From an optimization exercise on the open Yosys and OpenROAD flow, aimed at small area and a short achievable clock period; shortcuts taken in it are not production practice.
Only simulation tests tie the RTL to the original design; equivalence was not proved.
Power and IR drop assume default switching activity.

$ cat flow/run.sh
#!/bin/bash
# synth_recipe.tcl (not shown) runs the flow's synth.tcl, then flattens the netlist and writes it again
# the make line also repeats each setting of config.mk as NAME=value (left out here)
make -C /OpenROAD-flow-scripts/flow DESIGN_CONFIG=/design/flow/config.mk WORK_HOME=/design/flow/orfs CLKGATE_MAP_FILE= SYNTH_SCRIPT=/design/flow/synth_recipe.tcl finish
$ cat flow/config.mk
export PLATFORM = sky130hd
export DESIGN_NAME = STDPmodel_4PWL
export DESIGN_NICKNAME = STDPmodel_4PWL
export VERILOG_FILES = /design/flow/design.v
export SDC_FILE = /design/flow/constraint.sdc
export NUM_CORES = 4
export LEC_CHECK = 0
export CAP_MARGIN = 20
export CORE_MARGIN = 2
export CORE_UTILIZATION = 40
export SETUP_SLACK_MARGIN = 4
export SLEW_MARGIN = 20
$ cat flow/constraint.sdc
create_clock -name core_clock -period 7.5 [get_ports {clk}]
set_input_delay 1.5000 -clock core_clock [delete_from_list [all_inputs] [get_ports {clk}]]
set_output_delay 1.5000 -clock core_clock [all_outputs]
set_load 0.01 [all_outputs]
$ cat flow/design.v
module c_dff
  (clk, reset, active, d, q);
   parameter width = 32;
   parameter offset = 0;
   parameter reset_type = 0;
   parameter [offset:(offset+width)-1] reset_value = {width{1'b0}};
   input clk;
   wire  clk;
   input reset;
   wire  reset;
   input active;
   wire  active;   
   input [offset:(offset+width)-1] d;
   output [offset:(offset+width)-1] q;
   reg [offset:(offset+width)-1] q;
  generate
      case(reset_type)
	0:
	  always @(posedge clk, posedge reset)
	    if(reset)
	      q <= reset_value;
	    else if(active)
	      q <= d;
	1:
	  always @(posedge clk)
	    if(reset)
	      q <= reset_value;
	    else if(active)
	      q <= d;
      endcase 
  endgenerate
endmodule
module STDPmodel_4PWL
(reset, clk, A_pre, A_post, start_replay_phase, W_previous, W_new);
	input reset;
	input clk;
	input A_pre;
	input A_post;
	input start_replay_phase;
	input  [31:0] W_previous;
	output [31:0] W_new;
	reg    [31:0] W_new;
	localparam [31:0] W_MAX = 32'h0020_0000;
	reg [2:0] Count_pre, Count_post;
	always @(posedge clk)
	  if (reset)              Count_pre <= 3'd0;
	  else if (A_pre)         Count_pre <= 3'd6;
	  else if (Count_pre!=0)  Count_pre <= Count_pre - 3'd1;
	always @(posedge clk)
	  if (reset)              Count_post <= 3'd0;
	  else if (A_post)        Count_post <= 3'd6;
	  else if (Count_post!=0) Count_post <= Count_post - 3'd1;
	wire nz_next = !reset && (A_pre || Count_pre > 3'd1) && (A_post || Count_post > 3'd1);
	reg nz;
	always @(posedge clk) nz <= nz_next;
	wire AdaptW = nz && !reset;
	wire [2:0] Delta_Count = Count_post - Count_pre;
	wire d2 = Delta_Count[2];
	wire [2:0] abs_dc = d2 ? (3'd0 - Delta_Count) : Delta_Count;
	reg AdaptW_2, AdaptW_3, AdaptW_4;
	reg sign_dt_hold, sign_dt_q2, sign_dt_q3, sign_dt_q4;
	wire sign_dt_s1 = AdaptW ? d2 : (AdaptW_4 ? sign_dt_hold : 1'b0);
	always @(posedge clk)
	  if (reset) begin
	    AdaptW_2 <= 1'b0; AdaptW_3 <= 1'b0; AdaptW_4 <= 1'b0;
	    sign_dt_hold <= 1'b0;
	    sign_dt_q2 <= 1'b0; sign_dt_q3 <= 1'b0; sign_dt_q4 <= 1'b0;
	  end else begin
	    AdaptW_2 <= AdaptW; AdaptW_3 <= AdaptW_2; AdaptW_4 <= AdaptW_3;
	    sign_dt_hold <= sign_dt_s1;
	    sign_dt_q2 <= sign_dt_s1; sign_dt_q3 <= sign_dt_q2; sign_dt_q4 <= sign_dt_q3;
	  end
	reg sgn2, sgn3;    
	wire [31:0] ws_in = d2 ? W_previous : (W_MAX - W_previous);
	reg  [31:0] Ws_q1, W_previous_q2;
	reg  g1, v1, v2;
	wire [31:0] w_q1 = g1 ? Ws_q1 : (W_MAX - Ws_q1);
	always @(posedge clk)
	  if (nz) begin
	    Ws_q1 <= ws_in;  g1 <= d2;
	    W_previous_q2 <= w_q1;
	  end
	always @(posedge clk)
	  if (reset) begin
	    v1 <= 1'b0; v2 <= 1'b0;
	  end else if (nz) begin
	    v1 <= 1'b1; v2 <= v1;
	  end
	wire [31:0] q2_next = nz ? w_q1 : W_previous_q2;
	wire        v2_next = nz ? v1 : v2;
	reg  [31:0] base_x;
	wire [31:0] base_d = reset   ? 32'd0 :
	                     nz_next ? (v2_next ? q2_next : 32'd0) :
	                               (base_x ^ {32{sgn3}});
	always @(posedge clk)
	  base_x <= base_d ^ {32{sgn2}};
	wire [3:0]  codeT = {d2, abs_dc};
	always @(posedge clk) sgn2 <= d2;
	wire [31:0] ws = Ws_q1;
	reg [42:0] kc;
	always @(posedge clk)
	  case (codeT)
	    4'b1001: kc <= 43'b1100110010111011101001010011010110111000110;
	    4'b1010: kc <= 43'b1001100101010101111011100010001111011000110;
	    4'b1011: kc <= 43'b0110100011100001111011000000111100011000110;
	    4'b1100: kc <= 43'b1111011110001101110000111011100101110011000;
	    4'b0001: kc <= 43'b1110100101011011000001111000111100010101011;
	    4'b0010: kc <= 43'b1101011110000001010010011101001111001110011;
	    4'b0011: kc <= 43'b1111001011011000111101010011010110101000011;
	    default: kc <= 43'b0;
	  endcase
	wire z5_6_1 = (ws[5] & ~ws[6]);
	wire z5_6_2 = (~ws[5] & ws[6]);
	wire z5_6_3 = (ws[5] & ws[6]);
	wire z7_8_1 = (ws[7] & ~ws[8]);
	wire z7_8_2 = (~ws[7] & ws[8]);
	wire z7_8_3 = (ws[7] & ws[8]);
	wire z9_10_11_1 = (ws[9] & ~ws[10] & ~ws[11]);
	wire z9_10_11_2 = (~ws[9] & ws[10] & ~ws[11]);
	wire z9_10_11_3 = (ws[9] & ws[10] & ~ws[11]);
	wire z9_10_11_4 = (~ws[9] & ~ws[10] & ws[11]);
	wire z9_10_11_5 = (ws[9] & ~ws[10] & ws[11]);
	wire z9_10_11_6 = (~ws[9] & ws[10] & ws[11]);
	wire z9_10_11_7 = (ws[9] & ws[10] & ws[11]);
	wire z12_13_1 = (ws[12] & ~ws[13]);
	wire z12_13_2 = (~ws[12] & ws[13]);
	wire z12_13_3 = (ws[12] & ws[13]);
	wire z14_15_1 = (ws[14] & ~ws[15]);
	wire z14_15_2 = (~ws[14] & ws[15]);
	wire z14_15_3 = (ws[14] & ws[15]);
	wire z16_17_1 = (ws[16] & ~ws[17]);
	wire z16_17_2 = (~ws[16] & ws[17]);
	wire z16_17_3 = (ws[16] & ws[17]);
	wire z18_19_1 = (ws[18] & ~ws[19]);
	wire z18_19_2 = (~ws[18] & ws[19]);
	wire z18_19_3 = (ws[18] & ws[19]);
	wire z20_21_22_1 = (ws[20] & ~ws[21] & ~ws[22]);
	wire z20_21_22_2 = (~ws[20] & ws[21] & ~ws[22]);
	wire z20_21_22_3 = (ws[20] & ws[21] & ~ws[22]);
	wire z20_21_22_4 = (~ws[20] & ~ws[21] & ws[22]);
	wire z20_21_22_5 = (ws[20] & ~ws[21] & ws[22]);
	wire z20_21_22_6 = (~ws[20] & ws[21] & ws[22]);
	wire z20_21_22_7 = (ws[20] & ws[21] & ws[22]);
	wire z23_24_1 = (ws[23] & ~ws[24]);
	wire z23_24_2 = (~ws[23] & ws[24]);
	wire z23_24_3 = (ws[23] & ws[24]);
	wire z25_26_1 = (ws[25] & ~ws[26]);
	wire z25_26_2 = (~ws[25] & ws[26]);
	wire z25_26_3 = (ws[25] & ws[26]);
	wire z27_28_1 = (ws[27] & ~ws[28]);
	wire z27_28_2 = (~ws[27] & ws[28]);
	wire z27_28_3 = (ws[27] & ws[28]);
	wire z29_30_1 = (ws[29] & ~ws[30]);
	wire z29_30_2 = (~ws[29] & ws[30]);
	wire z29_30_3 = (ws[29] & ws[30]);
	wire z31_1 = ws[31];
	wire k0 = kc[0];
	wire k1 = kc[1];
	wire k2 = kc[2];
	wire k3 = kc[3];
	wire k4 = kc[4];
	wire k5 = kc[5];
	wire k6 = kc[6];
	wire k7 = kc[7];
	wire k8 = kc[8];
	wire k9 = kc[9];
	wire k10 = kc[10];
	wire k11 = kc[11];
	wire k12 = kc[12];
	wire k13 = kc[13];
	wire k14 = kc[14];
	wire k15 = kc[15];
	wire k16 = kc[16];
	wire k17 = kc[17];
	wire k18 = kc[18];
	wire k19 = kc[19];
	wire k20 = kc[20];
	wire k21 = kc[21];
	wire k22 = kc[22];
	wire k23 = kc[23];
	wire k24 = kc[24];
	wire k25 = kc[25];
	wire k26 = kc[26];
	wire k27 = kc[27];
	wire k28 = kc[28];
	wire k29 = kc[29];
	wire k30 = kc[30];
	wire k31 = kc[31];
	wire k32 = kc[32];
	wire k33 = kc[33];
	wire k34 = kc[34];
	wire k35 = kc[35];
	wire k36 = kc[36];
	wire k37 = kc[37];
	wire k38 = kc[38];
	wire k39 = kc[39];
	wire k40 = kc[40];
	wire k41 = kc[41];
	wire k42 = kc[42];
	wire pp5_6_0 = (z5_6_1 & k0) | (z5_6_2 & k1) | (z5_6_3 & k2);
	wire pp5_6_1 = (z5_6_2 & k0);
	wire pp5_6_2 = (z5_6_3 & k0);
	wire pp7_8_0 = (z7_8_1 & k3) | (z7_8_2 & k4) | (z7_8_3 & k5);
	wire pp7_8_1 = (z7_8_1 & k1) | (z7_8_2 & k3) | (z7_8_3 & k6);
	wire pp7_8_2 = (z7_8_1 & k0) | (z7_8_2 & k1) | (z7_8_3 & k7);
	wire pp7_8_3 = (z7_8_2 & k0);
	wire pp7_8_4 = (z7_8_3 & k0);
	wire pp9_10_11_0 = (z9_10_11_1 & k8) | (z9_10_11_2 & k9) | (z9_10_11_3 & k10) | (z9_10_11_4 & k11) | (z9_10_11_5 & k12) | (z9_10_11_6 & k13) | (z9_10_11_7 & k14);
	wire pp9_10_11_1 = (z9_10_11_1 & k4) | (z9_10_11_2 & k8) | (z9_10_11_3 & k15) | (z9_10_11_4 & k9) | (z9_10_11_5 & k16) | (z9_10_11_6 & k8) | (z9_10_11_7 & k17);
	wire pp9_10_11_2 = (z9_10_11_1 & k3) | (z9_10_11_2 & k4) | (z9_10_11_3 & k18) | (z9_10_11_4 & k8) | (z9_10_11_5 & k19) | (z9_10_11_6 & k16) | (z9_10_11_7 & k20);
	wire pp9_10_11_3 = (z9_10_11_1 & k1) | (z9_10_11_2 & k3) | (z9_10_11_3 & k6) | (z9_10_11_4 & k4) | (z9_10_11_5 & k21) | (z9_10_11_6 & k3) | (z9_10_11_7 & k22);
	wire pp9_10_11_4 = (z9_10_11_1 & k0) | (z9_10_11_2 & k1) | (z9_10_11_3 & k7) | (z9_10_11_4 & k3) | (z9_10_11_5 & k23) | (z9_10_11_6 & k24) | (z9_10_11_7 & k25);
	wire pp9_10_11_5 = (z9_10_11_2 & k0) | (z9_10_11_4 & k1) | (z9_10_11_5 & k26) | (z9_10_11_6 & k27) | (z9_10_11_7 & k25);
	wire pp9_10_11_6 = (z9_10_11_3 & k0) | (z9_10_11_4 & k0) | (z9_10_11_5 & k23) | (z9_10_11_7 & k28);
	wire pp9_10_11_7 = (z9_10_11_5 & k5) | (z9_10_11_6 & k0) | (z9_10_11_7 & k0);
	wire pp12_13_0 = (z12_13_1 & k11) | (z12_13_2 & k27) | (z12_13_3 & k23);
	wire pp12_13_1 = (z12_13_1 & k11) | (z12_13_2 & k11) | (z12_13_3 & k27);
	wire pp12_13_2 = (z12_13_1 & k9) | (z12_13_2 & k11) | (z12_13_3 & k9);
	wire pp12_13_3 = (z12_13_1 & k8) | (z12_13_2 & k9) | (z12_13_3 & k14);
	wire pp12_13_4 = (z12_13_1 & k4) | (z12_13_2 & k8) | (z12_13_3 & k29);
	wire pp12_13_5 = (z12_13_1 & k3) | (z12_13_2 & k4) | (z12_13_3 & k30);
	wire pp12_13_6 = (z12_13_1 & k1) | (z12_13_2 & k3) | (z12_13_3 & k24);
	wire pp12_13_7 = (z12_13_1 & k0) | (z12_13_2 & k1) | (z12_13_3 & k27);
	wire pp12_13_8 = (z12_13_2 & k0);
	wire pp12_13_9 = (z12_13_3 & k0);
	wire pp14_15_0 = (z14_15_1 & k31) | (z14_15_2 & k32) | (z14_15_3 & k33);
	wire pp14_15_1 = (z14_15_1 & k27) | (z14_15_2 & k31) | (z14_15_3 & k34);
	wire pp14_15_2 = (z14_15_1 & k11) | (z14_15_2 & k27) | (z14_15_3 & k31);
	wire pp14_15_3 = (z14_15_1 & k11) | (z14_15_2 & k11) | (z14_15_3 & k27);
	wire pp14_15_4 = (z14_15_1 & k9) | (z14_15_2 & k11) | (z14_15_3 & k9);
	wire pp14_15_5 = (z14_15_1 & k8) | (z14_15_2 & k9) | (z14_15_3 & k14);
	wire pp14_15_6 = (z14_15_1 & k4) | (z14_15_2 & k8) | (z14_15_3 & k29);
	wire pp14_15_7 = (z14_15_1 & k3) | (z14_15_2 & k4) | (z14_15_3 & k30);
	wire pp14_15_8 = (z14_15_1 & k1) | (z14_15_2 & k3) | (z14_15_3 & k24);
	wire pp14_15_9 = (z14_15_1 & k0) | (z14_15_2 & k1) | (z14_15_3 & k27);
	wire pp14_15_10 = (z14_15_2 & k0);
	wire pp14_15_11 = (z14_15_3 & k0);
	wire pp16_17_1 = (z16_17_1 & k32) | (z16_17_3 & k32);
	wire pp16_17_2 = (z16_17_1 & k31) | (z16_17_2 & k32) | (z16_17_3 & k33);
	wire pp16_17_3 = (z16_17_1 & k27) | (z16_17_2 & k31) | (z16_17_3 & k34);
	wire pp16_17_4 = (z16_17_1 & k11) | (z16_17_2 & k27) | (z16_17_3 & k31);
	wire pp16_17_5 = (z16_17_1 & k11) | (z16_17_2 & k11) | (z16_17_3 & k27);
	wire pp16_17_6 = (z16_17_1 & k9) | (z16_17_2 & k11) | (z16_17_3 & k9);
	wire pp16_17_7 = (z16_17_1 & k8) | (z16_17_2 & k9) | (z16_17_3 & k14);
	wire pp16_17_8 = (z16_17_1 & k4) | (z16_17_2 & k8) | (z16_17_3 & k29);
	wire pp16_17_9 = (z16_17_1 & k3) | (z16_17_2 & k4) | (z16_17_3 & k30);
	wire pp16_17_10 = (z16_17_1 & k1) | (z16_17_2 & k3) | (z16_17_3 & k24);
	wire pp16_17_11 = (z16_17_1 & k0) | (z16_17_2 & k1) | (z16_17_3 & k27);
	wire pp16_17_12 = (z16_17_2 & k0);
	wire pp16_17_13 = (z16_17_3 & k0);
	wire pp18_19_3 = (z18_19_1 & k32) | (z18_19_3 & k32);
	wire pp18_19_4 = (z18_19_1 & k31) | (z18_19_2 & k32) | (z18_19_3 & k33);
	wire pp18_19_5 = (z18_19_1 & k27) | (z18_19_2 & k31) | (z18_19_3 & k34);
	wire pp18_19_6 = (z18_19_1 & k11) | (z18_19_2 & k27) | (z18_19_3 & k31);
	wire pp18_19_7 = (z18_19_1 & k11) | (z18_19_2 & k11) | (z18_19_3 & k27);
	wire pp18_19_8 = (z18_19_1 & k9) | (z18_19_2 & k11) | (z18_19_3 & k9);
	wire pp18_19_9 = (z18_19_1 & k8) | (z18_19_2 & k9) | (z18_19_3 & k14);
	wire pp18_19_10 = (z18_19_1 & k4) | (z18_19_2 & k8) | (z18_19_3 & k29);
	wire pp18_19_11 = (z18_19_1 & k3) | (z18_19_2 & k4) | (z18_19_3 & k30);
	wire pp18_19_12 = (z18_19_1 & k1) | (z18_19_2 & k3) | (z18_19_3 & k24);
	wire pp18_19_13 = (z18_19_1 & k0) | (z18_19_2 & k1) | (z18_19_3 & k27);
	wire pp18_19_14 = (z18_19_2 & k0);
	wire pp18_19_15 = (z18_19_3 & k0);
	wire pp20_21_22_5 = (z20_21_22_1 & k32) | (z20_21_22_3 & k32) | (z20_21_22_5 & k32) | (z20_21_22_7 & k32);
	wire pp20_21_22_6 = (z20_21_22_1 & k31) | (z20_21_22_2 & k32) | (z20_21_22_3 & k33) | (z20_21_22_5 & k31) | (z20_21_22_6 & k32) | (z20_21_22_7 & k33);
	wire pp20_21_22_7 = (z20_21_22_1 & k27) | (z20_21_22_2 & k31) | (z20_21_22_3 & k34) | (z20_21_22_4 & k32) | (z20_21_22_5 & k35) | (z20_21_22_6 & k33) | (z20_21_22_7 & k36);
	wire pp20_21_22_8 = (z20_21_22_1 & k11) | (z20_21_22_2 & k27) | (z20_21_22_3 & k31) | (z20_21_22_4 & k31) | (z20_21_22_5 & k37) | (z20_21_22_6 & k34) | (z20_21_22_7 & k32);
	wire pp20_21_22_9 = (z20_21_22_1 & k11) | (z20_21_22_2 & k11) | (z20_21_22_3 & k27) | (z20_21_22_4 & k27) | (z20_21_22_5 & k38) | (z20_21_22_6 & k31) | (z20_21_22_7 & k31);
	wire pp20_21_22_10 = (z20_21_22_1 & k9) | (z20_21_22_2 & k11) | (z20_21_22_3 & k9) | (z20_21_22_4 & k11) | (z20_21_22_5 & k9) | (z20_21_22_6 & k27) | (z20_21_22_7 & k39);
	wire pp20_21_22_11 = (z20_21_22_1 & k8) | (z20_21_22_2 & k9) | (z20_21_22_3 & k14) | (z20_21_22_4 & k11) | (z20_21_22_5 & k8) | (z20_21_22_6 & k9) | (z20_21_22_7 & k40);
	wire pp20_21_22_12 = (z20_21_22_1 & k4) | (z20_21_22_2 & k8) | (z20_21_22_3 & k29) | (z20_21_22_4 & k9) | (z20_21_22_5 & k41) | (z20_21_22_6 & k14) | (z20_21_22_7 & k7);
	wire pp20_21_22_13 = (z20_21_22_1 & k3) | (z20_21_22_2 & k4) | (z20_21_22_3 & k30) | (z20_21_22_4 & k8) | (z20_21_22_5 & k42) | (z20_21_22_6 & k29) | (z20_21_22_7 & k35);
	wire pp20_21_22_14 = (z20_21_22_1 & k1) | (z20_21_22_2 & k3) | (z20_21_22_3 & k24) | (z20_21_22_4 & k4) | (z20_21_22_5 & k21) | (z20_21_22_6 & k30) | (z20_21_22_7 & k22);
	wire pp20_21_22_15 = (z20_21_22_1 & k0) | (z20_21_22_2 & k1) | (z20_21_22_3 & k27) | (z20_21_22_4 & k3) | (z20_21_22_5 & k23) | (z20_21_22_6 & k24) | (z20_21_22_7 & k25);
	wire pp20_21_22_16 = (z20_21_22_2 & k0) | (z20_21_22_4 & k1) | (z20_21_22_5 & k26) | (z20_21_22_6 & k27) | (z20_21_22_7 & k25);
	wire pp20_21_22_17 = (z20_21_22_3 & k0) | (z20_21_22_4 & k0) | (z20_21_22_5 & k23) | (z20_21_22_7 & k28);
	wire pp20_21_22_18 = (z20_21_22_5 & k5) | (z20_21_22_6 & k0) | (z20_21_22_7 & k0);
	wire pp23_24_8 = (z23_24_1 & k32) | (z23_24_3 & k32);
	wire pp23_24_9 = (z23_24_1 & k31) | (z23_24_2 & k32) | (z23_24_3 & k33);
	wire pp23_24_10 = (z23_24_1 & k27) | (z23_24_2 & k31) | (z23_24_3 & k34);
	wire pp23_24_11 = (z23_24_1 & k11) | (z23_24_2 & k27) | (z23_24_3 & k31);
	wire pp23_24_12 = (z23_24_1 & k11) | (z23_24_2 & k11) | (z23_24_3 & k27);
	wire pp23_24_13 = (z23_24_1 & k9) | (z23_24_2 & k11) | (z23_24_3 & k9);
	wire pp23_24_14 = (z23_24_1 & k8) | (z23_24_2 & k9) | (z23_24_3 & k14);
	wire pp23_24_15 = (z23_24_1 & k4) | (z23_24_2 & k8) | (z23_24_3 & k29);
	wire pp23_24_16 = (z23_24_1 & k3) | (z23_24_2 & k4) | (z23_24_3 & k30);
	wire pp23_24_17 = (z23_24_1 & k1) | (z23_24_2 & k3) | (z23_24_3 & k24);
	wire pp23_24_18 = (z23_24_1 & k0) | (z23_24_2 & k1) | (z23_24_3 & k27);
	wire pp23_24_19 = (z23_24_2 & k0);
	wire pp23_24_20 = (z23_24_3 & k0);
	wire pp25_26_10 = (z25_26_1 & k32) | (z25_26_3 & k32);
	wire pp25_26_11 = (z25_26_1 & k31) | (z25_26_2 & k32) | (z25_26_3 & k33);
	wire pp25_26_12 = (z25_26_1 & k27) | (z25_26_2 & k31) | (z25_26_3 & k34);
	wire pp25_26_13 = (z25_26_1 & k11) | (z25_26_2 & k27) | (z25_26_3 & k31);
	wire pp25_26_14 = (z25_26_1 & k11) | (z25_26_2 & k11) | (z25_26_3 & k27);
	wire pp25_26_15 = (z25_26_1 & k9) | (z25_26_2 & k11) | (z25_26_3 & k9);
	wire pp25_26_16 = (z25_26_1 & k8) | (z25_26_2 & k9) | (z25_26_3 & k14);
	wire pp25_26_17 = (z25_26_1 & k4) | (z25_26_2 & k8) | (z25_26_3 & k29);
	wire pp25_26_18 = (z25_26_1 & k3) | (z25_26_2 & k4) | (z25_26_3 & k30);
	wire pp25_26_19 = (z25_26_1 & k1) | (z25_26_2 & k3) | (z25_26_3 & k24);
	wire pp25_26_20 = (z25_26_1 & k0) | (z25_26_2 & k1) | (z25_26_3 & k27);
	wire pp25_26_21 = (z25_26_2 & k0);
	wire pp25_26_22 = (z25_26_3 & k0);
	wire pp27_28_12 = (z27_28_1 & k32) | (z27_28_3 & k32);
	wire pp27_28_13 = (z27_28_1 & k31) | (z27_28_2 & k32) | (z27_28_3 & k33);
	wire pp27_28_14 = (z27_28_1 & k27) | (z27_28_2 & k31) | (z27_28_3 & k34);
	wire pp27_28_15 = (z27_28_1 & k11) | (z27_28_2 & k27) | (z27_28_3 & k31);
	wire pp27_28_16 = (z27_28_1 & k11) | (z27_28_2 & k11) | (z27_28_3 & k27);
	wire pp27_28_17 = (z27_28_1 & k9) | (z27_28_2 & k11) | (z27_28_3 & k9);
	wire pp27_28_18 = (z27_28_1 & k8) | (z27_28_2 & k9) | (z27_28_3 & k14);
	wire pp27_28_19 = (z27_28_1 & k4) | (z27_28_2 & k8) | (z27_28_3 & k29);
	wire pp27_28_20 = (z27_28_1 & k3) | (z27_28_2 & k4) | (z27_28_3 & k30);
	wire pp27_28_21 = (z27_28_1 & k1) | (z27_28_2 & k3) | (z27_28_3 & k24);
	wire pp27_28_22 = (z27_28_1 & k0) | (z27_28_2 & k1) | (z27_28_3 & k27);
	wire pp27_28_23 = (z27_28_2 & k0);
	wire pp27_28_24 = (z27_28_3 & k0);
	wire pp29_30_14 = (z29_30_1 & k32) | (z29_30_3 & k32);
	wire pp29_30_15 = (z29_30_1 & k31) | (z29_30_2 & k32) | (z29_30_3 & k33);
	wire pp29_30_16 = (z29_30_1 & k27) | (z29_30_2 & k31) | (z29_30_3 & k34);
	wire pp29_30_17 = (z29_30_1 & k11) | (z29_30_2 & k27) | (z29_30_3 & k31);
	wire pp29_30_18 = (z29_30_1 & k11) | (z29_30_2 & k11) | (z29_30_3 & k27);
	wire pp29_30_19 = (z29_30_1 & k9) | (z29_30_2 & k11) | (z29_30_3 & k9);
	wire pp29_30_20 = (z29_30_1 & k8) | (z29_30_2 & k9) | (z29_30_3 & k14);
	wire pp29_30_21 = (z29_30_1 & k4) | (z29_30_2 & k8) | (z29_30_3 & k29);
	wire pp29_30_22 = (z29_30_1 & k3) | (z29_30_2 & k4) | (z29_30_3 & k30);
	wire pp29_30_23 = (z29_30_1 & k1) | (z29_30_2 & k3) | (z29_30_3 & k24);
	wire pp29_30_24 = (z29_30_1 & k0) | (z29_30_2 & k1) | (z29_30_3 & k27);
	wire pp29_30_25 = (z29_30_2 & k0);
	wire pp29_30_26 = (z29_30_3 & k0);
	wire pp31_16 = (z31_1 & k32);
	wire pp31_17 = (z31_1 & k31);
	wire pp31_18 = (z31_1 & k27);
	wire pp31_19 = (z31_1 & k11);
	wire pp31_20 = (z31_1 & k11);
	wire pp31_21 = (z31_1 & k9);
	wire pp31_22 = (z31_1 & k8);
	wire pp31_23 = (z31_1 & k4);
	wire pp31_24 = (z31_1 & k3);
	wire pp31_25 = (z31_1 & k1);
	wire pp31_26 = (z31_1 & k0);
	wire m_s0 = pp5_6_0 ^ pp7_8_0;
	wire m_c0 = pp5_6_0 & pp7_8_0;
	wire m_s1 = pp5_6_1 ^ pp7_8_1 ^ pp9_10_11_1;
	wire m_c1 = (pp5_6_1 & pp7_8_1) | (pp5_6_1 & pp9_10_11_1) | (pp7_8_1 & pp9_10_11_1);
	wire m_s2 = pp12_13_1 ^ pp14_15_1;
	wire m_c2 = pp12_13_1 & pp14_15_1;
	wire m_s3 = pp5_6_2 ^ pp7_8_2 ^ pp9_10_11_2;
	wire m_c3 = (pp5_6_2 & pp7_8_2) | (pp5_6_2 & pp9_10_11_2) | (pp7_8_2 & pp9_10_11_2);
	wire m_s4 = pp12_13_2 ^ pp14_15_2 ^ pp16_17_2;
	wire m_c4 = (pp12_13_2 & pp14_15_2) | (pp12_13_2 & pp16_17_2) | (pp14_15_2 & pp16_17_2);
	wire m_s5 = pp7_8_3 ^ pp9_10_11_3 ^ pp12_13_3;
	wire m_c5 = (pp7_8_3 & pp9_10_11_3) | (pp7_8_3 & pp12_13_3) | (pp9_10_11_3 & pp12_13_3);
	wire m_s6 = pp14_15_3 ^ pp16_17_3 ^ pp18_19_3;
	wire m_c6 = (pp14_15_3 & pp16_17_3) | (pp14_15_3 & pp18_19_3) | (pp16_17_3 & pp18_19_3);
	wire m_s7 = pp7_8_4 ^ pp9_10_11_4 ^ pp12_13_4;
	wire m_c7 = (pp7_8_4 & pp9_10_11_4) | (pp7_8_4 & pp12_13_4) | (pp9_10_11_4 & pp12_13_4);
	wire m_s8 = pp14_15_4 ^ pp16_17_4 ^ pp18_19_4;
	wire m_c8 = (pp14_15_4 & pp16_17_4) | (pp14_15_4 & pp18_19_4) | (pp16_17_4 & pp18_19_4);
	wire m_s9 = pp9_10_11_5 ^ pp12_13_5 ^ pp14_15_5;
	wire m_c9 = (pp9_10_11_5 & pp12_13_5) | (pp9_10_11_5 & pp14_15_5) | (pp12_13_5 & pp14_15_5);
	wire m_s10 = pp16_17_5 ^ pp18_19_5 ^ pp20_21_22_5;
	wire m_c10 = (pp16_17_5 & pp18_19_5) | (pp16_17_5 & pp20_21_22_5) | (pp18_19_5 & pp20_21_22_5);
	wire m_s11 = pp9_10_11_6 ^ pp12_13_6 ^ pp14_15_6;
	wire m_c11 = (pp9_10_11_6 & pp12_13_6) | (pp9_10_11_6 & pp14_15_6) | (pp12_13_6 & pp14_15_6);
	wire m_s12 = pp16_17_6 ^ pp18_19_6 ^ pp20_21_22_6;
	wire m_c12 = (pp16_17_6 & pp18_19_6) | (pp16_17_6 & pp20_21_22_6) | (pp18_19_6 & pp20_21_22_6);
	wire m_s13 = pp9_10_11_7 ^ pp12_13_7 ^ pp14_15_7;
	wire m_c13 = (pp9_10_11_7 & pp12_13_7) | (pp9_10_11_7 & pp14_15_7) | (pp12_13_7 & pp14_15_7);
	wire m_s14 = pp16_17_7 ^ pp18_19_7 ^ pp20_21_22_7;
	wire m_c14 = (pp16_17_7 & pp18_19_7) | (pp16_17_7 & pp20_21_22_7) | (pp18_19_7 & pp20_21_22_7);
	wire m_s15 = pp12_13_8 ^ pp14_15_8 ^ pp16_17_8;
	wire m_c15 = (pp12_13_8 & pp14_15_8) | (pp12_13_8 & pp16_17_8) | (pp14_15_8 & pp16_17_8);
	wire m_s16 = pp18_19_8 ^ pp20_21_22_8 ^ pp23_24_8;
	wire m_c16 = (pp18_19_8 & pp20_21_22_8) | (pp18_19_8 & pp23_24_8) | (pp20_21_22_8 & pp23_24_8);
	wire m_s17 = pp12_13_9 ^ pp14_15_9 ^ pp16_17_9;
	wire m_c17 = (pp12_13_9 & pp14_15_9) | (pp12_13_9 & pp16_17_9) | (pp14_15_9 & pp16_17_9);
	wire m_s18 = pp18_19_9 ^ pp20_21_22_9 ^ pp23_24_9;
	wire m_c18 = (pp18_19_9 & pp20_21_22_9) | (pp18_19_9 & pp23_24_9) | (pp20_21_22_9 & pp23_24_9);
	wire m_s19 = pp14_15_10 ^ pp16_17_10 ^ pp18_19_10;
	wire m_c19 = (pp14_15_10 & pp16_17_10) | (pp14_15_10 & pp18_19_10) | (pp16_17_10 & pp18_19_10);
	wire m_s20 = pp20_21_22_10 ^ pp23_24_10 ^ pp25_26_10;
	wire m_c20 = (pp20_21_22_10 & pp23_24_10) | (pp20_21_22_10 & pp25_26_10) | (pp23_24_10 & pp25_26_10);
	wire m_s21 = pp14_15_11 ^ pp16_17_11 ^ pp18_19_11;
	wire m_c21 = (pp14_15_11 & pp16_17_11) | (pp14_15_11 & pp18_19_11) | (pp16_17_11 & pp18_19_11);
	wire m_s22 = pp20_21_22_11 ^ pp23_24_11 ^ pp25_26_11;
	wire m_c22 = (pp20_21_22_11 & pp23_24_11) | (pp20_21_22_11 & pp25_26_11) | (pp23_24_11 & pp25_26_11);
	wire m_s23 = pp16_17_12 ^ pp18_19_12 ^ pp20_21_22_12;
	wire m_c23 = (pp16_17_12 & pp18_19_12) | (pp16_17_12 & pp20_21_22_12) | (pp18_19_12 & pp20_21_22_12);
	wire m_s24 = pp23_24_12 ^ pp25_26_12 ^ pp27_28_12;
	wire m_c24 = (pp23_24_12 & pp25_26_12) | (pp23_24_12 & pp27_28_12) | (pp25_26_12 & pp27_28_12);
	wire m_s25 = pp16_17_13 ^ pp18_19_13 ^ pp20_21_22_13;
	wire m_c25 = (pp16_17_13 & pp18_19_13) | (pp16_17_13 & pp20_21_22_13) | (pp18_19_13 & pp20_21_22_13);
	wire m_s26 = pp23_24_13 ^ pp25_26_13 ^ pp27_28_13;
	wire m_c26 = (pp23_24_13 & pp25_26_13) | (pp23_24_13 & pp27_28_13) | (pp25_26_13 & pp27_28_13);
	wire m_s27 = pp18_19_14 ^ pp20_21_22_14 ^ pp23_24_14;
	wire m_c27 = (pp18_19_14 & pp20_21_22_14) | (pp18_19_14 & pp23_24_14) | (pp20_21_22_14 & pp23_24_14);
	wire m_s28 = pp25_26_14 ^ pp27_28_14 ^ pp29_30_14;
	wire m_c28 = (pp25_26_14 & pp27_28_14) | (pp25_26_14 & pp29_30_14) | (pp27_28_14 & pp29_30_14);
	wire m_s29 = pp18_19_15 ^ pp20_21_22_15 ^ pp23_24_15;
	wire m_c29 = (pp18_19_15 & pp20_21_22_15) | (pp18_19_15 & pp23_24_15) | (pp20_21_22_15 & pp23_24_15);
	wire m_s30 = pp25_26_15 ^ pp27_28_15 ^ pp29_30_15;
	wire m_c30 = (pp25_26_15 & pp27_28_15) | (pp25_26_15 & pp29_30_15) | (pp27_28_15 & pp29_30_15);
	wire m_s31 = pp20_21_22_16 ^ pp23_24_16 ^ pp25_26_16;
	wire m_c31 = (pp20_21_22_16 & pp23_24_16) | (pp20_21_22_16 & pp25_26_16) | (pp23_24_16 & pp25_26_16);
	wire m_s32 = pp27_28_16 ^ pp29_30_16 ^ pp31_16;
	wire m_c32 = (pp27_28_16 & pp29_30_16) | (pp27_28_16 & pp31_16) | (pp29_30_16 & pp31_16);
	wire m_s33 = pp20_21_22_17 ^ pp23_24_17 ^ pp25_26_17;
	wire m_c33 = (pp20_21_22_17 & pp23_24_17) | (pp20_21_22_17 & pp25_26_17) | (pp23_24_17 & pp25_26_17);
	wire m_s34 = pp27_28_17 ^ pp29_30_17 ^ pp31_17;
	wire m_c34 = (pp27_28_17 & pp29_30_17) | (pp27_28_17 & pp31_17) | (pp29_30_17 & pp31_17);
	wire m_s35 = pp20_21_22_18 ^ pp23_24_18 ^ pp25_26_18;
	wire m_c35 = (pp20_21_22_18 & pp23_24_18) | (pp20_21_22_18 & pp25_26_18) | (pp23_24_18 & pp25_26_18);
	wire m_s36 = pp27_28_18 ^ pp29_30_18 ^ pp31_18;
	wire m_c36 = (pp27_28_18 & pp29_30_18) | (pp27_28_18 & pp31_18) | (pp29_30_18 & pp31_18);
	wire m_s37 = pp23_24_19 ^ pp25_26_19 ^ pp27_28_19;
	wire m_c37 = (pp23_24_19 & pp25_26_19) | (pp23_24_19 & pp27_28_19) | (pp25_26_19 & pp27_28_19);
	wire m_s38 = pp29_30_19 ^ pp31_19;
	wire m_c38 = pp29_30_19 & pp31_19;
	wire m_s39 = pp23_24_20 ^ pp25_26_20 ^ pp27_28_20;
	wire m_c39 = (pp23_24_20 & pp25_26_20) | (pp23_24_20 & pp27_28_20) | (pp25_26_20 & pp27_28_20);
	wire m_s40 = pp29_30_20 ^ pp31_20;
	wire m_c40 = pp29_30_20 & pp31_20;
	wire m_s41 = pp25_26_21 ^ pp27_28_21 ^ pp29_30_21;
	wire m_c41 = (pp25_26_21 & pp27_28_21) | (pp25_26_21 & pp29_30_21) | (pp27_28_21 & pp29_30_21);
	wire m_s42 = pp25_26_22 ^ pp27_28_22;
	wire m_c42 = pp25_26_22 & pp27_28_22;
	wire m_s43 = m_s0 ^ pp9_10_11_0;
	wire m_c43 = m_s0 & pp9_10_11_0;
	wire m_s44 = m_s1 ^ m_s2 ^ pp16_17_1;
	wire m_c44 = (m_s1 & m_s2) | (m_s1 & pp16_17_1) | (m_s2 & pp16_17_1);
	wire m_s45 = m_s3 ^ m_s4 ^ m_c1;
	wire m_c45 = (m_s3 & m_s4) | (m_s3 & m_c1) | (m_s4 & m_c1);
	wire m_s46 = m_s5 ^ m_s6 ^ m_c3;
	wire m_c46 = (m_s5 & m_s6) | (m_s5 & m_c3) | (m_s6 & m_c3);
	wire m_s47 = m_s7 ^ m_s8 ^ m_c5;
	wire m_c47 = (m_s7 & m_s8) | (m_s7 & m_c5) | (m_s8 & m_c5);
	wire m_s48 = m_s9 ^ m_s10 ^ m_c7;
	wire m_c48 = (m_s9 & m_s10) | (m_s9 & m_c7) | (m_s10 & m_c7);
	wire m_s49 = m_s11 ^ m_s12 ^ m_c9;
	wire m_c49 = (m_s11 & m_s12) | (m_s11 & m_c9) | (m_s12 & m_c9);
	wire m_s50 = m_s13 ^ m_s14 ^ m_c11;
	wire m_c50 = (m_s13 & m_s14) | (m_s13 & m_c11) | (m_s14 & m_c11);
	wire m_s51 = m_s15 ^ m_s16 ^ m_c13;
	wire m_c51 = (m_s15 & m_s16) | (m_s15 & m_c13) | (m_s16 & m_c13);
	wire m_s52 = m_s17 ^ m_s18 ^ m_c15;
	wire m_c52 = (m_s17 & m_s18) | (m_s17 & m_c15) | (m_s18 & m_c15);
	wire m_s53 = m_s19 ^ m_s20 ^ m_c17;
	wire m_c53 = (m_s19 & m_s20) | (m_s19 & m_c17) | (m_s20 & m_c17);
	wire m_s54 = m_s21 ^ m_s22 ^ m_c19;
	wire m_c54 = (m_s21 & m_s22) | (m_s21 & m_c19) | (m_s22 & m_c19);
	wire m_s55 = m_s23 ^ m_s24 ^ m_c21;
	wire m_c55 = (m_s23 & m_s24) | (m_s23 & m_c21) | (m_s24 & m_c21);
	wire m_s56 = m_s25 ^ m_s26 ^ m_c23;
	wire m_c56 = (m_s25 & m_s26) | (m_s25 & m_c23) | (m_s26 & m_c23);
	wire m_s57 = m_s27 ^ m_s28 ^ m_c25;
	wire m_c57 = (m_s27 & m_s28) | (m_s27 & m_c25) | (m_s28 & m_c25);
	wire m_s58 = m_s29 ^ m_s30 ^ m_c27;
	wire m_c58 = (m_s29 & m_s30) | (m_s29 & m_c27) | (m_s30 & m_c27);
	wire m_s59 = m_s31 ^ m_s32 ^ m_c29;
	wire m_c59 = (m_s31 & m_s32) | (m_s31 & m_c29) | (m_s32 & m_c29);
	wire m_s60 = m_s33 ^ m_s34 ^ m_c31;
	wire m_c60 = (m_s33 & m_s34) | (m_s33 & m_c31) | (m_s34 & m_c31);
	wire m_s61 = m_s35 ^ m_s36 ^ m_c33;
	wire m_c61 = (m_s35 & m_s36) | (m_s35 & m_c33) | (m_s36 & m_c33);
	wire m_s62 = m_s37 ^ m_s38 ^ m_c35;
	wire m_c62 = (m_s37 & m_s38) | (m_s37 & m_c35) | (m_s38 & m_c35);
	wire m_s63 = m_s39 ^ m_s40 ^ m_c37;
	wire m_c63 = (m_s39 & m_s40) | (m_s39 & m_c37) | (m_s40 & m_c37);
	wire m_s64 = m_s41 ^ pp31_21 ^ m_c39;
	wire m_c64 = (m_s41 & pp31_21) | (m_s41 & m_c39) | (pp31_21 & m_c39);
	wire m_s65 = m_s42 ^ pp29_30_22 ^ pp31_22;
	wire m_c65 = (m_s42 & pp29_30_22) | (m_s42 & pp31_22) | (pp29_30_22 & pp31_22);
	wire m_s66 = pp27_28_23 ^ pp29_30_23 ^ pp31_23;
	wire m_c66 = (pp27_28_23 & pp29_30_23) | (pp27_28_23 & pp31_23) | (pp29_30_23 & pp31_23);
	wire m_s67 = pp27_28_24 ^ pp29_30_24;
	wire m_c67 = pp27_28_24 & pp29_30_24;
	wire m_s68 = m_s43 ^ pp12_13_0;
	wire m_c68 = m_s43 & pp12_13_0;
	wire m_s69 = m_s44 ^ m_c0 ^ m_c43;
	wire m_c69 = (m_s44 & m_c0) | (m_s44 & m_c43) | (m_c0 & m_c43);
	wire m_s70 = m_s45 ^ m_c2 ^ m_c44;
	wire m_c70 = (m_s45 & m_c2) | (m_s45 & m_c44) | (m_c2 & m_c44);
	wire m_s71 = m_s46 ^ m_c4 ^ m_c45;
	wire m_c71 = (m_s46 & m_c4) | (m_s46 & m_c45) | (m_c4 & m_c45);
	wire m_s72 = m_s47 ^ m_c6 ^ m_c46;
	wire m_c72 = (m_s47 & m_c6) | (m_s47 & m_c46) | (m_c6 & m_c46);
	wire m_s73 = m_s48 ^ m_c8 ^ m_c47;
	wire m_c73 = (m_s48 & m_c8) | (m_s48 & m_c47) | (m_c8 & m_c47);
	wire m_s74 = m_s49 ^ m_c10 ^ m_c48;
	wire m_c74 = (m_s49 & m_c10) | (m_s49 & m_c48) | (m_c10 & m_c48);
	wire m_s75 = m_s50 ^ m_c12 ^ m_c49;
	wire m_c75 = (m_s50 & m_c12) | (m_s50 & m_c49) | (m_c12 & m_c49);
	wire m_s76 = m_s51 ^ m_c14 ^ m_c50;
	wire m_c76 = (m_s51 & m_c14) | (m_s51 & m_c50) | (m_c14 & m_c50);
	wire m_s77 = m_s52 ^ m_c16 ^ m_c51;
	wire m_c77 = (m_s52 & m_c16) | (m_s52 & m_c51) | (m_c16 & m_c51);
	wire m_s78 = m_s53 ^ m_c18 ^ m_c52;
	wire m_c78 = (m_s53 & m_c18) | (m_s53 & m_c52) | (m_c18 & m_c52);
	wire m_s79 = m_s54 ^ m_c20 ^ m_c53;
	wire m_c79 = (m_s54 & m_c20) | (m_s54 & m_c53) | (m_c20 & m_c53);
	wire m_s80 = m_s55 ^ m_c22 ^ m_c54;
	wire m_c80 = (m_s55 & m_c22) | (m_s55 & m_c54) | (m_c22 & m_c54);
	wire m_s81 = m_s56 ^ m_c24 ^ m_c55;
	wire m_c81 = (m_s56 & m_c24) | (m_s56 & m_c55) | (m_c24 & m_c55);
	wire m_s82 = m_s57 ^ m_c26 ^ m_c56;
	wire m_c82 = (m_s57 & m_c26) | (m_s57 & m_c56) | (m_c26 & m_c56);
	wire m_s83 = m_s58 ^ m_c28 ^ m_c57;
	wire m_c83 = (m_s58 & m_c28) | (m_s58 & m_c57) | (m_c28 & m_c57);
	wire m_s84 = m_s59 ^ m_c30 ^ m_c58;
	wire m_c84 = (m_s59 & m_c30) | (m_s59 & m_c58) | (m_c30 & m_c58);
	wire m_s85 = m_s60 ^ m_c32 ^ m_c59;
	wire m_c85 = (m_s60 & m_c32) | (m_s60 & m_c59) | (m_c32 & m_c59);
	wire m_s86 = m_s61 ^ m_c34 ^ m_c60;
	wire m_c86 = (m_s61 & m_c34) | (m_s61 & m_c60) | (m_c34 & m_c60);
	wire m_s87 = m_s62 ^ m_c36 ^ m_c61;
	wire m_c87 = (m_s62 & m_c36) | (m_s62 & m_c61) | (m_c36 & m_c61);
	wire m_s88 = m_s63 ^ m_c38 ^ m_c62;
	wire m_c88 = (m_s63 & m_c38) | (m_s63 & m_c62) | (m_c38 & m_c62);
	wire m_s89 = m_s64 ^ m_c40 ^ m_c63;
	wire m_c89 = (m_s64 & m_c40) | (m_s64 & m_c63) | (m_c40 & m_c63);
	wire m_s90 = m_s65 ^ m_c41 ^ m_c64;
	wire m_c90 = (m_s65 & m_c41) | (m_s65 & m_c64) | (m_c41 & m_c64);
	wire m_s91 = m_s66 ^ m_c42 ^ m_c65;
	wire m_c91 = (m_s66 & m_c42) | (m_s66 & m_c65) | (m_c42 & m_c65);
	wire m_s92 = m_s67 ^ pp31_24 ^ m_c66;
	wire m_c92 = (m_s67 & pp31_24) | (m_s67 & m_c66) | (pp31_24 & m_c66);
	wire m_s93 = pp29_30_25 ^ pp31_25 ^ m_c67;
	wire m_c93 = (pp29_30_25 & pp31_25) | (pp29_30_25 & m_c67) | (pp31_25 & m_c67);
	wire m_s94 = pp29_30_26 ^ pp31_26;
	wire m_c94 = pp29_30_26 & pp31_26;
	wire [27:0] prod_a = {m_c94, m_s94, m_s93, m_s92, m_s91, m_s90, m_s89, m_s88, m_s87, m_s86, m_s85, m_s84, m_s83, m_s82, m_s81, m_s80, m_s79, m_s78, m_s77, m_s76, m_s75, m_s74, m_s73, m_s72, m_s71, m_s70, m_s69, m_s68};
	wire [27:0] prod_b = {1'b0, m_c93, m_c92, m_c91, m_c90, m_c89, m_c88, m_c87, m_c86, m_c85, m_c84, m_c83, m_c82, m_c81, m_c80, m_c79, m_c78, m_c77, m_c76, m_c75, m_c74, m_c73, m_c72, m_c71, m_c70, m_c69, m_c68, pp14_15_0};
	reg [27:0] P3a, P3b;
	always @(posedge clk) begin
	  P3a  <= prod_a;
	  P3b  <= prod_b;
	  sgn3 <= sgn2;
	end
	wire [27:0] cs_s = base_x[27:0] ^ P3a ^ P3b;
	wire [27:0] cs_c = (base_x[27:0] & P3a) | (base_x[27:0] & P3b) | (P3a & P3b);
	reg  [31:0] WB4;
	always @(posedge clk)
	  WB4 <= {base_x[31:28], cs_s} + {3'd0, cs_c, 1'b0};
	wire [31:0] w_clip = sign_dt_q4 ? 32'd0 : W_MAX;
	wire [31:0] W_B    = WB4 ^ {32{sign_dt_q4}};
	wire [31:0] w_sel  = AdaptW_4 ? (W_B[31] ? w_clip : W_B) : w_clip;
	wire        take   = start_replay_phase &&
	                     (AdaptW_4 || (nz && !reset && W_previous[31]));
	always @(posedge clk)
	  W_new <= take ? w_sel : W_previous;
endmodule
==> run notes, run 1 <==
average routed wire per standard cell=19.14 um; Min-Delay Path Class=reg2reg; TritonCTS Sinks=276; Die Ht=209.7 um; met2 GRT Util=32.58%; CP max stage cell=clkdlybuf4s50_1; clk root buf=clkbuf_16; CP Capture Type=register; Post-Syn Nets=1,975; post-synth cell types=67; Critical Setup Path Class=in2reg; Peak VDD IR=0.0002264 V; total CTS buffers=30; Initial Util=40.44%; Max stage delay on crit path=490 ps; Worst Skew=16.39 ps; Leakage=0.007931 uW; Crit Path Max Fanout=5; final WL=44,850 um; fin. max-slew vios=0; gr busiest metal=met2; row cnt=75; # IOs=69; nets@finish=1,981; outcome=finished clean; post-cts hold buffer count=0; final setup TNS=0 ps; setup-violating endpoint count in the final report=0; most common cell after layout, fill and taps aside=dfxtp_1; total track usage=20.35%; post-synthesis register bit count=276; initial drt markers=1,076; syn avg cell area=9.524 um^2; DR DRC count=0; clk slew on worst S/H paths=60 ps; DR pass1 iterations=5; H-tree depth=1; post-synthesis sequential area ratio=34.60%; FFs w/ async S/R, synth=0%; vias after detailed routing=12,780; WP data required=7800 ps; total power draw=9615 uW; Fmax=0.2887 GHz; final hold violations=0; Power Density=502.4 mW/mm^2; crit share post-route=46.18%; # diodes=0; EDFF count, synth=33; via count of the first global-routing pass=12,820; CP cell instances=clkdlybuf4s50_1, nor3_2, nand3_2, nor4_4, nand2b_1, and2_1, nor3_1, a21oi_1, xor2_1; cell count after synthesis=1,777; CP Data Arrival Time=3760 ps; Worst-Margin Slew=1124 ps; Area growth, synth to finish=13.07%; Cell Area, Synth=0.01692 mm^2; Final ANT Viol Nets=0; Primary FF master, synth=dfxtp_1; Hold Slack=433.4 ps; RePlAce Congestion=0.8496; DP HPWL=31,700 um; CTS tree=built; crit path time final=3463 ps; Max-slew headroom=25.06%; count of input and output buffers=68; unrepaired setup endpoints after global routing=yes; max_cap viols=0; Vias/cell=5.450; initial antenna violation count=0; die area=0.04397 mm^2; pin count of the biggest net entering global routing=88; commonest cells after routing, fill and taps aside=238 x dfxtp_1, 146 x nor2_1, 130 x a21oi_1, 115 x fa_1, 111 x nand2_1; Longest Clk Path Bufs=3; met3 Usage GRT=3.187%; crit start category=input pin; Clock Latency Late Sink=560 ps; die width=209.7 um; ratio of cells with drive above 1 in the final layout=10.14%; Warnings, synthesis=1; first-pass GRT wire length=71,210 um; global route total overflow=0; met1 usage=28.47%; Core ar.=0.04185 mm^2
[registers in the layout, summed over array words and instances (netlist names), 3 cells and up]
register	flops
P3b	27
W_new	32
WB4	32
P3a	28
Count_post	3
W_previous_q2	32
kc	43
Ws_q1	32
base_x	32
Count_pre	3
[metrics by stage]
step | instances | worst slack, ps | area [um^2] | util (%)
2_1_floorplan | 1777 | 4001 | 16930 | -
3_3_place_gp | 2269 | 2930 | 17860 | 42.67
3_5_place_dp | 2269 | 2930 | 17860 | 42.68
4_1_cts | 2326 | 3965 | 18920 | 45.21
5_1_grt | 2344 | 3839 | 19140 | 45.73
6_report | 2344 | 4037 | 19140 | 45.73
[worst max-delay path: cells and delay by family]
kind	cells	cell delay, ps
AOI/OAI and AO/OA	1	120
xor gates and xnor gates	1	180
buffers and inverters	1	490
and+or+nand+nor	6	1460
[synthesized netlist by cell type, types with 4 or more instances]
library cell    n  area, um^2
dfxtp_1       243        4865
a22oi_1        39       292.8
a211oi_1        5       37.54
ha_1           46       575.6
o31ai_1         6       45.04
nand2b_1       11       68.82
nor2b_1        32       200.2
and2_1         23       143.9
buf_6          10       112.6
a21oi_1       133       665.6
o221ai_1        4       35.03
and3_1          9       56.30
nor4_1         10       62.56
o21a_1          5       37.54
nand3_1        25       125.1
inv_1         105       394.1
a22o_1         71       621.9
a21o_1         17       127.6
o21bai_1        4       30.03
nor2_1        147       551.8
o41ai_1         6       52.55
xnor2_1        94       823.3
mux2i_1        29       290.3
or2_2          11       68.82
a31oi_1         9       56.30
or3_1           8       50.05
edfxtp_1       33       991.0
mux2_2         45       506.7
fa_1          115        2302
buf_4           6       45.04
xor2_1         71       621.9
nor3_1         22       110.1
buf_1          10       37.54
nand3b_1        9       67.56
a221oi_1        7       61.31
clkbuf_1      106       397.9
mux4_2          5       112.6
o21ai_0        82       410.4
a32oi_1         6       52.55
nand2_1       111       416.7
[report_power, final]
part | internal [uW] | switching (uW) | leakage, uW | total [uW]
clock network | 815 | 591 | 0.000444 | 1410
logic | 2460 | 3090 | 0.00513 | 5550
registers | 2130 | 527 | 0.00235 | 2660
[path summary, 6_finish.rpt]
kind / to / slack [ps] / from / depth (start not counted)
min: sign_dt_q4$_SDFF_PP0_ / 430 / sign_dt_q3$_SDFF_PP0_ / 1
max: Ws_q1[31]$_DFFE_PP_ / 4040 / W_previous[2] / 9
max reg2reg: WB4[28]$_DFF_P_ / 4080 / base_x[2]$_DFF_P_ / 10
min reg2reg: sign_dt_q4$_SDFF_PP0_ / 430 / sign_dt_q3$_SDFF_PP0_ / 1
[layer usage]
| layer | vias to the layer above | wire, um |
|---|---|---|
| met4 | 0 | 993 |
| met1 | 6225 | 20940 |
| met2 | 390 | 20270 |
| met3 | 74 | 2654 |
| met5 | - | 0 |
| li1 | 6086 | - |
[repair_timing]
item | CTS | global route
endpoints found under the setup margin | 45 | 33
cloned | 1 | 0
gates resized for setup | 21 | 16
pin swaps | 5 | 5
buffers inserted | 2 | 17
[cell families after synthesis]
group	count (synthesis)	synth area share [%]
adder cells (fa/ha/maj)	161	17.00
multiplexers	80	5.463
AO/OA/AOI/OAI	424	16.52
AND/OR/NAND/NOR	428	11.84
buffers and inverters	243	6.032
XOR/XNOR	165	8.539
flip-flops	276	34.60
[cell type report]
type                    instances  area, um^2
fillers                      3992       22720
multi-input cells            1259       10260
flip-flops and latches        276        5867
repair buffers                111        1012
clock buffers                  47       855.8
well taps                     539       674.4
inverters                     105       394.1
clock inverters                 7       72.57
==> run 2, diff against run 1 <==
--- a/flow/config.mk
+++ b/flow/config.mk
@@ -9,4 +9,6 @@
 export CORE_MARGIN = 2
 export CORE_UTILIZATION = 40
-export SETUP_SLACK_MARGIN = 4
+export CTS_BUF_LIST = sky130_fd_sc_hd__clkbuf_8
+export CTS_CLUSTER_SIZE = 30
+export SETUP_SLACK_MARGIN = 4.4
 export SLEW_MARGIN = 20
==> run 2 against run 1 <==
Clock skew is 21 ps higher; worst hold slack better by 12 ps; utilization is 3.2 points higher; via count up 4.5%; highest routed layer unchanged; critical path type is now reg2reg; synthesized area unchanged.
==> run notes, run 2 <==
Die Ht=209.7 um (unchanged); Peak VDD IR=0.0002367 V (+4.6%); Initial Util=40.44% (unchanged); met1 usage=29.65% (+1.2 points); outcome=finished clean; via count of the first global-routing pass=13,310 (+3.8%); Post-Syn Nets=1,975 (unchanged); max reg flops=43 (unchanged); count of input and output buffers=68 (unchanged); synth top area cells=dfxtp_1 29%, fa_1 14%, edfxtp_1 5.9%; TritonCTS Sinks=276 (unchanged); Reg with most FFs=kc; most common cell after layout, fill and taps aside=dfxtp_1; Synth top area share=28.74% (unchanged); post-cts hold buffer count=0 (unchanged); post-synth cell types=67 (unchanged); gr busiest metal=met2; max_cap viols=0 (unchanged); initial drt markers=1,174 (+9.1%); # IOs=69 (unchanged); Max stage delay on crit path=540 ps (+50 ps); cell count after synthesis=1,777 (unchanged); final setup TNS=0 ps (unchanged); Max-slew headroom=23.51% (-1.5 points); hold path start=AdaptW_3$_SDFF_PP0_; pin count of the biggest net entering global routing=67 (-24%); nets@finish=2,067 (+4.3%); clk root buf=clkbuf_8; final WL=49,270 um (+9.9%); Power Density=502.0 mW/mm^2 (about the same); Worst-Margin Slew=1147 ps (+23.25 ps); Vias/cell=5.462 (+0.21%); Min-Delay Path Class=reg2reg; commonest cells after routing, fill and taps aside=230 x dfxtp_1, 143 x nor2_1, 123 x a21oi_1, 112 x fa_1, 111 x inv_1; WP data required=7990 ps (+190 ps); DR pass1 iterations=6 (+1); CP Capture Type=register; unrepaired setup endpoints after global routing=yes; average routed wire per standard cell=20.15 um (+5.3%); CP Data Arrival Time=3620 ps (-140 ps); Final ANT Viol Nets=0 (unchanged); Worst Skew=37.20 ps (+20.81 ps); Yosys top cell by area=dfxtp_1; H-tree depth=2 (+1); fin. max-slew vios=0 (unchanged); initial antenna violation count=0 (unchanged); final hold violations=0 (unchanged); fill count=3,831 (-4.0%); Synth top cells by count=243 x dfxtp_1, 147 x nor2_1, 133 x a21oi_1; delay-heaviest family, CP=compound AO/OA/AOI/OAI gates; CP max stage cell=fa_1; first-pass GRT wire length=75,300 um (+5.7%); Area growth, synth to finish=20.91%; Fmax=0.3198 GHz (+11%); CTS tree=built; crit path time final=3127 ps (-336.1 ps); Core ar.=0.04185 mm^2 (unchanged); clk slew on worst S/H paths=70 ps (about the same); post-synthesis sequential area ratio=34.60% (unchanged); setup-violating endpoint count in the final report=0 (unchanged); Primary FF master, synth=dfxtp_1; CP cell instances=fa_1, ha_2, inv_2, fa_2, nand2b_4, a21oi_4, o21ai_4, o31ai_4, o221a_4, a21o_1, a2111oi_2, or3_1; EDFF count, synth=33 (unchanged); Warnings, synthesis=1 (unchanged); total power draw=10,270 uW (+6.8%); fin cells=2,445 (+4.3%); Critical Setup Path Class=reg2reg; Cell Area, Synth=0.01692 mm^2 (unchanged); RePlAce Congestion=0.8668 (+2.0%); met2 GRT Util=34.80% (+2.2 points); Hold Slack=445.3 ps (+11.92 ps); die area=0.04397 mm^2 (unchanged); syn avg cell area=9.524 um^2 (unchanged); total track usage=22.06% (+1.7 points); crit share post-route=41.70% (-4.5 points); worst setup path start=P3b[1]$_DFF_P_; die width=209.7 um (unchanged); row cnt=75 (unchanged); ratio of cells with drive above 1 in the final layout=20.09% (+10 points); vias after detailed routing=13,350 (+4.5%); Cells after DPL=2,271 (+0.088%); Crit Path Max Fanout=4 (-1); worst r2r src=P3b[1]$_DFF_P_; # diodes=0 (unchanged); Clock Latency Late Sink=630 ps (+70 ps); FFs w/ async S/R, synth=0% (unchanged); met3 Usage GRT=5.432% (+2.2 points); most common cell in the netlist=dfxtp_1; global route total overflow=0 (unchanged); total CTS buffers=48 (+60%); Longest Clk Path Bufs=3 (unchanged); DR DRC count=0 (unchanged); DP HPWL=31,640 um (-0.18%); crit start category=register; post-synthesis register bit count=276 (unchanged); Leakage=0.008590 uW (+8.3%); Buffers & Inverters on Critical Path=1 (unchanged)
==> run 2: cell types whose count changed in the layout (fill, tap and decap cells not counted), sizes merged, moves of 2 or more <==
cell           before  now
buf                43  110
clkinvlp            2    7
clkdlybuf4s50      66   53
bufbuf              0    3
clkinv              2    8
dlymetal6s2s        1    3
inv               107  117
clkbuf             47   65
==> run 2: stage by stage <==
step	worst slack, ps	area, um^2	util [%]
3_5_place_dp	3471	17970	42.94
2_1_floorplan	4401	17030	-
3_3_place_gp	3520	17970	42.93
4_1_cts	4373	19800	47.31
6_report	4373	20460	48.89
5_1_grt	4279	20460	48.89
==> run 2: final cells by class <==
| class | count | area [um^2] | share of cell area (%) |
|---|---|---|---|
| clock buffer | 58 | 798.3 | 3.901 |
| clock inverter | 29 | 182.7 | 0.8927 |
| inverter | 105 | 409.1 | 1.999 |
| multi-input combinational | 1259 | 10770 | 52.65 |
| sequential | 276 | 5882 | 28.74 |
| tap | 539 | 674.4 | 3.296 |
| timing repair buffer | 179 | 1743 | 8.517 |
==> run 2: cells by family after synthesis <==
kind of cell             Yosys count  share of synthesized area, %
AND/OR/NAND/NOR                  428                         11.84
flip-flops                       276                         34.60
adder cells (fa/ha/maj)          161                         17.00
multiplexers                      80                         5.463
AO/OA/AOI/OAI                    424                         16.52
buffers and inverters            243                         6.032
XOR/XNOR                         165                         8.539
==> run 2: what timing repair did <==
action / 4_1_cts / 5_1_grt
pin swaps: 26 / 52
buffers inserted: 57 / 26
setup endpoints to repair: 108 / 65
cloned: 3 / 1
endpoints found under the hold margin: 0 / 0
gates resized for setup: 89 / 125
==> run 2: power breakdown <==
part | internal, uW | switching, uW
registers | 2140 | 505
logic | 2870 | 3350
clock network | 769 | 646
==> run 2: path summary, 6_finish.rpt <==
kind	end	slack, ps	depth (start not counted)
min reg2reg	AdaptW_4$_SDFF_PP0_	450	1
min	AdaptW_4$_SDFF_PP0_	450	1
max	WB4[27]$_DFF_P_	4370	12
max reg2reg	WB4[27]$_DFF_P_	4370	12
==> run 2: layer usage <==
| metal | vias to the layer above | wire length (um) |
|---|---|---|
| met4 | 0 | 1175 |
| met3 | 92 | 4056 |
| met5 | - | 0 |
| met1 | 6485 | 22100 |
| li1 | 6262 | - |
| met2 | 515 | 21940 |
==> run 3, diff against run 2 <==
--- a/flow/config.mk
+++ b/flow/config.mk
@@ -11,4 +11,5 @@
 export CTS_BUF_LIST = sky130_fd_sc_hd__clkbuf_8
 export CTS_CLUSTER_SIZE = 30
-export SETUP_SLACK_MARGIN = 4.4
+export PLACE_DENSITY = 0.7
+export SETUP_SLACK_MARGIN = 4.2
 export SLEW_MARGIN = 20
==> run 3 against run 2 <==
Still clean; maximum frequency down 3.4%; largest cell class unchanged; first-iteration DRC count increased by 4.2%; final cell count fell by 1.9%; via count down 1.3%; synthesized cell count unchanged; count of clock-buffer cells in the layout shrank 4; utilization shrank 2.3 points; combinational power decreased by 7.7%; critical endpoint is now base_x[23]$_DFF_P_.
==> run notes, run 3 <==
CP Capture Type=register; Worst-Margin Slew=1089 ps (-58.66 ps); Longest Clk Path Bufs=3 (unchanged); WP data required=7930 ps (-60 ps); count of input and output buffers=68 (unchanged); die area=0.04397 mm^2 (unchanged); via count of the first global-routing pass=12,900 (-3.1%); worst r2r path cells=11 (-1); Max-slew headroom=27.42% (+3.9 points); DR DRC count=0 (unchanged); setup-violating endpoint count in the final report=0 (unchanged); Final ANT Viol Nets=0 (unchanged); Core ar.=0.04185 mm^2 (unchanged); unrepaired setup endpoints after global routing=yes; nets@finish=2,021 (-2.2%); Flop pwr share=27.3% (+1.6 points); CTS tree=built; clock share of power=13.6% (-0.2 points); final WL=44,120 um (-10%); Initial Util=40.44% (unchanged); Worst Skew=26.86 ps (-10.35 ps); Clock Latency Late Sink=590 ps (-40 ps); sw frac=44.52% (+0.72 points); pin count of the biggest net entering global routing=84 (+25%); fin. max-slew vios=0 (unchanged); post-synthesis sequential area ratio=34.60% (unchanged); initial drt markers=1,223 (+4.2%); final hold violations=0 (unchanged); total power draw=9717 uW (-5.4%); # IOs=69 (unchanged); Peak VDD IR=0.0002471 V (+4.4%); initial antenna violation count=1 (+1); vias after detailed routing=13,190 (-1.3%); Vias/cell=5.496 (+0.64%); crit start category=input pin; # diodes=0 (unchanged); crit share post-route=43.15% (+1.5 points); Die Ht=209.7 um (unchanged); die width=209.7 um (unchanged); most common cell after layout, fill and taps aside=dfxtp_1; row cnt=75 (unchanged); DP HPWL=30,260 um (-4.4%); P_int=5390 uW (-6.6%); Min-Delay Path Class=reg2reg; max_cap viols=0 (unchanged); ratio of cells with drive above 1 in the final layout=13.66% (-6.4 points); CP Data Arrival Time=3660 ps (+40 ps); cell count after synthesis=1,777 (unchanged); post-cts hold buffer count=0 (unchanged); max reg flops=43 (unchanged); clk slew on worst S/H paths=60 ps (about the same); global route total overflow=0 (unchanged); most common cell in the netlist=dfxtp_1; end-of-flow core utilization=46.61% (-2.3 points); Primary FF master, synth=dfxtp_1; final setup TNS=0 ps (unchanged); Warnings, synthesis=1 (unchanged); Fmax=0.3090 GHz (-3.4%); clk root buf=clkbuf_8; syn avg cell area=9.524 um^2 (unchanged); crit path time final=3236 ps (+108.9 ps); Critical Setup Path Class=in2reg; FFs w/ async S/R, synth=0% (unchanged); Crit Path Max Fanout=30 (+26); P_sw=4326 uW (-3.9%); total CTS buffers=45 (-6.3%); Comb power frac=59.0% (-1.5 points); RePlAce Congestion=0.8910 (+2.8%); Synth top cells by count=243 x dfxtp_1, 147 x nor2_1, 133 x a21oi_1; Leakage=0.008269 uW (-3.7%); Synth top area share=28.74% (unchanged); EDFF count, synth=33 (unchanged); Cell Area, Synth=0.01692 mm^2 (unchanged); Post-Syn Nets=1,975 (unchanged); commonest cells after routing, fill and taps aside=234 x dfxtp_1, 144 x nor2_1, 130 x a21oi_1, 120 x inv_1, 114 x fa_1; average routed wire per standard cell=18.39 um (-8.7%); hold path cells=1 (unchanged); first-pass GRT wire length=68,550 um (-9.0%); fill count=3,831 (unchanged); TritonCTS Sinks=276 (unchanged); outcome=finished clean; Reg with most FFs=kc; Yosys top cell by area=dfxtp_1; post-synth cell types=67 (unchanged); Area growth, synth to finish=15.26%; total track usage=19.55% (-2.5 points); H-tree depth=2 (unchanged); post-synthesis register bit count=276 (unchanged); synth top area cells=dfxtp_1 29%, fa_1 14%, edfxtp_1 5.9%; DR pass1 iterations=5 (-1); Power Density=498.1 mW/mm^2 (-0.78%)
run 3: cell counts after synthesis:
No cell type changed its count.
run 3: metal layers:
metal  track usage (%)  wire length [um]
met1             26.29             19390
met5                 0                12
met2             31.68             20110
met3             3.277              3328
met4             7.337              1272
run 3: worst max-delay path, stage by stage:
cell	delay [ps]
clkdlybuf4s50_1	540
nor3_1	110
nor4_2	340
buf_4	430
nor2b_1	340
a22oi_1	140
o21ai_0	150
xor2_1	90
run 3: kinds of logic (layout without fill, tap and decap cells):
kind of cell             Yosys count  count (layout)  share of synthesized area [%]
XOR/XNOR                         165             165                          8.539
adder cells (fa/ha/maj)          161             161                          17.00
AND/OR/NAND/NOR                  428             428                          11.84
buffers and inverters            243             326                          6.032
AO/OA/AOI/OAI                    424             424                          16.52
flip-flops                       276             276                          34.60
multiplexers                      80              80                          5.463
run 3: power groups by stage:
stage	registers (uW)	logic, uW	clock network (uW)
2_1_floorplan	2390	4130	0
3_3_place_gp	2690	5020	0
3_5_place_dp	2710	5180	0
4_1_cts	2660	5420	1350
5_1_grt	2720	6390	1410
6_report	2660	5730	1330
run 3: final cells by class:
cell class	count	area, um^2	area share, %
clock buffer	54	743.2	3.810
clock inverter	30	168.9	0.8659
inverter	105	397.9	2.040
multi-input combinational	1258	10380	53.20
sequential	276	5874	30.11
tap	539	674.4	3.457
timing repair buffer	137	1271	6.517
run 3: path summary, 6_finish.rpt:
kind                         endpoint                start  slack (ps)
hold reg to reg   AdaptW_4$_SDFF_PP0_  AdaptW_3$_SDFF_PP0_         440
setup / recovery   base_x[23]$_DFF_P_               A_post        4260
setup reg to reg      WB4[27]$_DFF_P_    base_x[9]$_DFF_P_        4270
hold / removal    AdaptW_4$_SDFF_PP0_  AdaptW_3$_SDFF_PP0_         440
run 3: stage by stage:
stage | hold WS (ps) | setup slack [ps] | std cells | cell area (um^2)
4_1_cts | 441.2 | 4093 | 2375 | 19120
3_5_place_dp | 432.6 | 3105 | 2267 | 17860
3_3_place_gp | 419.4 | 3143 | 2267 | 17850
6_report | 438.3 | 4264 | 2399 | 19510
5_1_grt | 455.7 | 4134 | 2399 | 19510
2_1_floorplan | 331.9 | 4203 | 1777 | 16940
run 3: repair_timing:
item | 4_1_cts | 5_1_grt
cloned | 0 | 1
setup buffers | 24 | 22
resized for setup | 35 | 43
pin swaps | 10 | 16
endpoints found under the hold margin | 0 | 0
setup endpoints to repair | 64 | 51

-- re-timing with driven ports --
No port has a modelled driver above. Below, the same layouts with a new extraction and two added sets of constraints.
Step 1 sets driving cells, clkbuf_16 on the clock port and buf_2 on the other inputs (assumed; they add their load-dependent delay and slew).
Step 2 also shifts input and output timing later by t, the mid clock arrival at the registers, as if the neighbouring blocks saw the same clock.
Three values: ideal ports, drivers, drivers and shift; two values: the first two.
run	shift t [ns]	setup WS [ns]	worst setup path at the end	worst data-port slew with drivers (ns)
run 1	0.603	4.037 / 4.059 / 3.455	input to register	0.05
run 2	0.668	4.373 / 4.373 / 3.836	input to register	0.05
run 3	0.625	4.264 / 4.273 / 3.648	input to register	0.06
After both steps setup and hold are still met in every run listed. The setup slack of run 3, which loses most, moves by +0.009 ns with the drivers and by -0.616 ns with both steps.
